What follows belongs to an exercise in optimizing a design on an open flow for small area and a short achievable clock period; a production flow would make more cautious choices.
RTL that was checked went through simulation tests only; none was proved equivalent to the original.
The clock input has no modelled driver; a real chip could not lean on it and would need a root buffer or a full tree.
Power figures rest on the tool's default switching activity, not on a simulated workload.

==> module comparator2, before the edit <==
module comparator2(
    input  [7:0] a,
    input  [7:0] bn,          
    input        nforce,      
    output       sel_a,       
    output       sel_b,
    output       sel_c);
    wire [7:0] ng0, np0;
    wire [3:0] g1, p1;
    wire [1:0] ng2, np2;
    genvar i;
    generate
        for (i = 0; i < 8; i = i + 1) begin : l0_
            cmp_l0 u(.a(a[i]), .bn(bn[i]), .ng(ng0[i]), .np(np0[i]));
        end
        for (i = 0; i < 4; i = i + 1) begin : l1_
            cmp_l1 u(.ngh(ng0[2*i+1]), .nph(np0[2*i+1]), .ngl(ng0[2*i]), .npl(np0[2*i]),
                     .g(g1[i]), .p(p1[i]));
        end
        for (i = 0; i < 2; i = i + 1) begin : l2_
            cmp_l2 u(.gh(g1[2*i+1]), .ph(p1[2*i+1]), .gl(g1[2*i]), .pl(p1[2*i]),
                     .ng(ng2[i]), .np(np2[i]));
        end
    endgenerate
    cmp_l3 ua(.ngh(ng2[1]), .nph(np2[1]), .ngl(ng2[0]), .nforce(nforce), .sel(sel_a));
    cmp_l3 ub(.ngh(ng2[1]), .nph(np2[1]), .ngl(ng2[0]), .nforce(nforce), .sel(sel_b));
    cmp_l3 uc(.ngh(ng2[1]), .nph(np2[1]), .ngl(ng2[0]), .nforce(nforce), .sel(sel_c));
endmodule
==> module pooler, before the edit <==
module pooler(
    input         clk,
    input         ce,
    input         master_rst,
    input  [7:0]  data_in,
    output [7:0]  data_out,
    output        valid_op,
    output        end_op
    );
    localparam NP = 13;               
    reg        c0;                    
    reg [3:0]  pc;                    
    reg        pc_last;               
    reg        r;                     
    reg [3:0]  band;                  
    reg        band_last;             
    reg        valid_q, end_q;
    reg        shift_q;               
    reg [7:0]  h;
    reg [7:0]  o;
    reg [7:0]  sr [0:NP-2];
    integer    i;
    wire       sel_lo, sel_hi, sel_e;  
    comparator2 cmp(.a(data_in), .bn(~h), .nforce(c0 | r),
                    .sel_a(sel_lo), .sel_b(sel_hi), .sel_c(sel_e));
    always @(posedge clk) begin
        o[3:0] <= sel_lo ? data_in[3:0] : h[3:0];
        o[7:4] <= sel_hi ? data_in[7:4] : h[7:4];
        if (ce && c0)
            h <= sr[NP-2];
        else if (ce && sel_e)
            h <= data_in;
        if (shift_q) begin
            for (i = NP-2; i > 0; i = i-1)
                sr[i] <= sr[i-1];
            sr[0] <= o;
        end
    end
    always @(posedge clk) begin
        if (master_rst) begin
            c0 <= 1'b0; pc <= 4'd0; pc_last <= 1'b0; r <= 1'b0;
            band <= 4'd0; band_last <= 1'b0;
            valid_q <= 1'b0; end_q <= 1'b0; shift_q <= 1'b0;
        end else begin
            valid_q <= ce & r & c0;
            end_q   <= ce & r & c0 & pc_last & band_last;
            shift_q <= ce & c0;
            if (ce) begin
                c0 <= ~c0;
                if (c0) begin
                    pc      <= pc_last ? 4'd0 : pc + 4'd1;
                    pc_last <= (pc == NP-2);
                    if (pc_last) begin
                        r <= ~r;
                        if (r) begin
                            band      <= band_last ? 4'd0 : band + 4'd1;
                            band_last <= (band == NP-2);
                        end
                    end
                end
            end
        end
    end
    assign data_out = o;
    assign valid_op = valid_q;
    assign end_op   = end_q;
endmodule
==> flow/config.mk <==
export PLATFORM = sky130hd
export DESIGN_NAME = pooler
export DESIGN_NICKNAME = pooler
export VERILOG_FILES = /design/flow/design.v
export SDC_FILE = /design/flow/constraint.sdc
export NUM_CORES = 4
export LEC_CHECK = 0
export CAP_MARGIN = 20
export CORE_MARGIN = 2
export CORE_UTILIZATION = 40
export SETUP_SLACK_MARGIN = 2.8
export SLEW_MARGIN = 20
export SYNTH_HIERARCHICAL = 1
==> flow/constraint.sdc <==
create_clock -name core_clock -period 4.5 [get_ports {clk}]
set_input_delay 0.9000 -clock core_clock [delete_from_list [all_inputs] [get_ports {clk}]]
set_output_delay 0.9000 -clock core_clock [all_outputs]
set_load 0.01 [all_outputs]
standard.sh (not shown) runs the stock make flow with config.mk's settings and CLKGATE_MAP_FILE= SYNTH_SCRIPT=/design/flow/synth_recipe.tcl, a recipe that flattens the netlist after the stock synthesis.
==> flow/flow/run.sh <==
#!/bin/bash
# Own layout flow: the standard ORFS flow (standard synthesis,
# floorplan, power grid, taps, placement, routing unchanged), except
#  - port buffers of a plain buffer cell instead of a delay cell,
#  - resizing not restricted to the same cell footprint,
#  - the clock tree built by flow/cts.tcl instead of TritonCTS.
# Each tool's output goes to a log of its own in the work folder; ORFS also
# keeps each step's log under orfs/logs.
set -euo pipefail
KNOBS=(MATCH_CELL_FOOTPRINT=0 "BUFFER_PORTS_ARGS=-buffer_cell sky130_fd_sc_hd__buf_2")
bash standard.sh "${KNOBS[@]}" place > flow_place.log 2>&1
export PLATFORM_DIR=$FLOW_HOME/platforms/sky130hd
export RDIR=orfs/results/sky130hd/pooler/base
export DONT_USE="sky130_fd_sc_hd__probe_p_8 sky130_fd_sc_hd__probec_p_8 sky130_fd_sc_hd__lpflow_*"
export NLEAF=${NLEAF:-4} LEAFBUF=${LEAFBUF:-sky130_fd_sc_hd__clkbuf_16} ROOTBUF=${ROOTBUF:-sky130_fd_sc_hd__clkbuf_16}
export SETUP_MARGIN=${SETUP_MARGIN:-2.8}
openroad -no_init -exit flow/cts.tcl > flow_cts.log 2>&1
bash standard.sh "${KNOBS[@]}" finish > flow_finish.log 2>&1
Other scripts of this flow, unchanged in this note and not shown: flow/flow/cts.tcl
Edit:
--- a/flow/design.v
+++ b/flow/design.v
@@ -18,10 +18,9 @@
     input  [7:0] a,
     input  [7:0] bn,          
     input        nforce,      
     output       sel_a,       
-    output       sel_b,
-    output       sel_c);
+    output       sel_b);
     wire [7:0] ng0, np0;
     wire [3:0] g1, p1;
     wire [1:0] ng2, np2;
     genvar i;
@@ -39,9 +38,8 @@
         end
     endgenerate
     cmp_l3 ua(.ngh(ng2[1]), .nph(np2[1]), .ngl(ng2[0]), .nforce(nforce), .sel(sel_a));
     cmp_l3 ub(.ngh(ng2[1]), .nph(np2[1]), .ngl(ng2[0]), .nforce(nforce), .sel(sel_b));
-    cmp_l3 uc(.ngh(ng2[1]), .nph(np2[1]), .ngl(ng2[0]), .nforce(nforce), .sel(sel_c));
 endmodule
 `timescale 1ns / 1ps
 module pooler(
     input         clk,
@@ -64,14 +62,12 @@
     reg [7:0]  h;
     reg [7:0]  o;
     reg [7:0]  sr [0:NP-2];
     integer    i;
-    wire       sel_lo, sel_hi, sel_e;  
-    comparator2 cmp(.a(data_in), .bn(~h), .nforce(c0 | r),
-                    .sel_a(sel_lo), .sel_b(sel_hi), .sel_c(sel_e));
+    wire       sel, sel_e;            
+    comparator2 cmp(.a(data_in), .bn(~h), .nforce(c0 | r), .sel_a(sel), .sel_b(sel_e));
     always @(posedge clk) begin
-        o[3:0] <= sel_lo ? data_in[3:0] : h[3:0];
-        o[7:4] <= sel_hi ? data_in[7:4] : h[7:4];
+        o <= sel ? data_in : h;
         if (ce && c0)
             h <= sr[NP-2];
         else if (ce && sel_e)
             h <= data_in;
=>
- synthesized cell count stays the same
- design area came out lower by 1.3%
- via count fell by 0.81%
- worst hold slack improved by 0.010 ns
- cell count does not change
- synthesized area is about the same
- critical path depth stays the same
- wire length fell by 5.5%
- die area stays flat
- clock power drops by about 2%
- register-to-register slack gets worse by 0.02 ns
For the first run of this note, only the layout was checked, not whether the RTL still works. No run of this note takes its clock network from TritonCTS; it comes from the design's own scripts or RTL.

The RTL this note starts from:
==> flow/design.v <==
`timescale 1ns / 1ps
module cmp_l0(input a, input bn, output ng, output np);
    assign ng = ~(a & bn);
    assign np = ~(a | bn);
endmodule
module cmp_l1(input ngh, input nph, input ngl, input npl, output g, output p);
    assign g = ~(ngh & (nph | ngl));
    assign p = ~(nph | npl);
endmodule
module cmp_l2(input gh, input ph, input gl, input pl, output ng, output np);
    assign ng = ~(gh | (ph & gl));
    assign np = ~(ph & pl);
endmodule
module cmp_l3(input ngh, input nph, input ngl, input nforce, output sel);
    assign sel = ~(ngh & (nph | ngl) & nforce);
endmodule
module comparator2(
    input  [7:0] a,
    input  [7:0] bn,          
    input        nforce,      
    output       sel_a,       
    output       sel_b);
    wire [7:0] ng0, np0;
    wire [3:0] g1, p1;
    wire [1:0] ng2, np2;
    genvar i;
    generate
        for (i = 0; i < 8; i = i + 1) begin : l0_
            cmp_l0 u(.a(a[i]), .bn(bn[i]), .ng(ng0[i]), .np(np0[i]));
        end
        for (i = 0; i < 4; i = i + 1) begin : l1_
            cmp_l1 u(.ngh(ng0[2*i+1]), .nph(np0[2*i+1]), .ngl(ng0[2*i]), .npl(np0[2*i]),
                     .g(g1[i]), .p(p1[i]));
        end
        for (i = 0; i < 2; i = i + 1) begin : l2_
            cmp_l2 u(.gh(g1[2*i+1]), .ph(p1[2*i+1]), .gl(g1[2*i]), .pl(p1[2*i]),
                     .ng(ng2[i]), .np(np2[i]));
        end
    endgenerate
    cmp_l3 ua(.ngh(ng2[1]), .nph(np2[1]), .ngl(ng2[0]), .nforce(nforce), .sel(sel_a));
    cmp_l3 ub(.ngh(ng2[1]), .nph(np2[1]), .ngl(ng2[0]), .nforce(nforce), .sel(sel_b));
endmodule
`timescale 1ns / 1ps
module pooler(
    input         clk,
    input         ce,
    input         master_rst,
    input  [7:0]  data_in,
    output [7:0]  data_out,
    output        valid_op,
    output        end_op
    );
    localparam NP = 13;               
    reg        c0;                    
    reg [3:0]  pc;                    
    reg        r;                     
    reg [3:0]  band;                  
    reg        valid_q, end_q;
    reg        shift_q;               
    reg [7:0]  h;
    reg [7:0]  o;
    reg [7:0]  sr [0:NP-2];
    integer    i;
    wire       pc_last   = pc[3] & pc[2];
    wire       band_last = band[3] & band[2];
    wire       sel, sel_e;            
    comparator2 cmp(.a(data_in), .bn(~h), .nforce(c0 | r), .sel_a(sel), .sel_b(sel_e));
    wire       h_en = ce & (c0 | sel_e);
    wire [7:0] h_d  = c0 ? sr[NP-2] : data_in;
    always @(posedge clk) begin
        o <= sel ? data_in : h;
        if (h_en)
            h <= h_d;
        if (shift_q) begin
            for (i = NP-2; i > 0; i = i-1)
                sr[i] <= sr[i-1];
            sr[0] <= o;
        end
    end
    always @(posedge clk) begin
        if (master_rst) begin
            c0 <= 1'b0; pc <= 4'd0; r <= 1'b0; band <= 4'd0;
            valid_q <= 1'b0; end_q <= 1'b0; shift_q <= 1'b0;
        end else begin
            valid_q <= ce & r & c0;
            end_q   <= ce & r & c0 & pc_last & band_last;
            shift_q <= ce & c0;
            if (ce) begin
                c0 <= ~c0;
                if (c0) begin
                    pc <= pc_last ? 4'd0 : pc + 4'd1;
                    if (pc_last) begin
                        r <= ~r;
                        if (r)
                            band <= band_last ? 4'd0 : band + 4'd1;
                    end
                end
            end
        end
    end
    assign data_out = o;
    assign valid_op = valid_q;
    assign end_op   = end_q;
endmodule
==> flow/config.mk <==
export PLATFORM = sky130hd
export DESIGN_NAME = pooler
export DESIGN_NICKNAME = pooler
export VERILOG_FILES = /design/flow/design.v
export SDC_FILE = /design/flow/constraint.sdc
export NUM_CORES = 4
export LEC_CHECK = 0
export CAP_MARGIN = 20
export CORE_MARGIN = 2
export CORE_UTILIZATION = 40
export SETUP_SLACK_MARGIN = 2.8
export SLEW_MARGIN = 20
export SYNTH_HIERARCHICAL = 1
==> flow/constraint.sdc <==
create_clock -name core_clock -period 4.5 [get_ports {clk}]
set_input_delay 0.9000 -clock core_clock [delete_from_list [all_inputs] [get_ports {clk}]]
set_output_delay 0.9000 -clock core_clock [all_outputs]
set_load 0.01 [all_outputs]
Scripts as last shown in full above: flow/flow/run.sh
Other scripts of this flow, unchanged in this note and not shown: flow/flow/cts.tcl
Rerun with:
--- a/flow/design.v
+++ b/flow/design.v
@@ -55,24 +55,25 @@
     reg [3:0]  pc;                    
     reg        r;                     
     reg [3:0]  band;                  
     reg        valid_q, end_q;
     reg        shift_q;               
-    reg [7:0]  h;
+    reg [7:0]  hn;                    
+    wire [7:0] h = ~hn;
     reg [7:0]  o;
     reg [7:0]  sr [0:NP-2];
     integer    i;
     wire       pc_last   = pc[3] & pc[2];
     wire       band_last = band[3] & band[2];
     wire       sel, sel_e;            
-    comparator2 cmp(.a(data_in), .bn(~h), .nforce(c0 | r), .sel_a(sel), .sel_b(sel_e));
+    comparator2 cmp(.a(data_in), .bn(hn), .nforce(c0 | r), .sel_a(sel), .sel_b(sel_e));
     wire       h_en = ce & (c0 | sel_e);
     wire [7:0] h_d  = c0 ? sr[NP-2] : data_in;
     always @(posedge clk) begin
         o <= sel ? data_in : h;
         if (h_en)
-            h <= h_d;
+            hn <= ~h_d;
         if (shift_q) begin
             for (i = NP-2; i > 0; i = i-1)
                 sr[i] <= sr[i-1];
             sr[0] <= o;
         end
Via count is lower slightly.
Total power is higher slightly.
Sequential power is about the same.
Global-route usage is higher by 0.50 points.
Synthesized area does not change.
Design area is higher slightly.
Setup slack is better by 20 ps.
Routed wire length is higher by a few percent.
Die area does not change.
Combinational power stays flat.
Synthesized cell count is lower by a few percent.
Clock power is higher by a few percent.
Clock skew stays flat.
First-iteration DRC count is higher by well over a third.
In every run of this note, the design's own scripts or RTL, not TritonCTS, make the clock network.

-- static timing again, ports no longer ideal --
In the flow no input, the clock included, has a driving cell. The finished layouts below were timed again as built, in two steps. Step 1 (the two cells are an assumption about what drives the block):
set clk [get_ports {clk}]
set_driving_cell -lib_cell sky130_fd_sc_hd__clkbuf_16 $clk
set_driving_cell -lib_cell sky130_fd_sc_hd__buf_2 [delete_from_list [all_inputs] $clk]
Step 2 adds t to the input delays and takes it off the output delays; t is the mean of the earliest and latest rising clock arrival at the registers after step 1. Input paths then give back, and output paths get back, about the clock's delay inside the block. Three values: no drivers, after step 1, after step 2; two values: the first two.
run | t, ns | setup WS [ns] | latest minus earliest clock arrival (ns)
the first run of note 1 | 0.368 | 2.757 / 2.724 / 2.401 | 0.017 / 0.018
the second run of note 1 | 0.364 | 2.766 / 2.731 / 2.420 | 0.013 / 0.012
the first run of note 2 | 0.363 | 2.771 / 2.736 / 2.423 | 0.012 / 0.012
the second run of note 2 | 0.362 | 2.791 / 2.757 / 2.423 | 0.016 / 0.016
After both steps setup and hold are still met in every run listed. The setup slack of the second run of note 2, which loses most, moves by -0.034 ns with the drivers and by -0.368 ns with both steps.
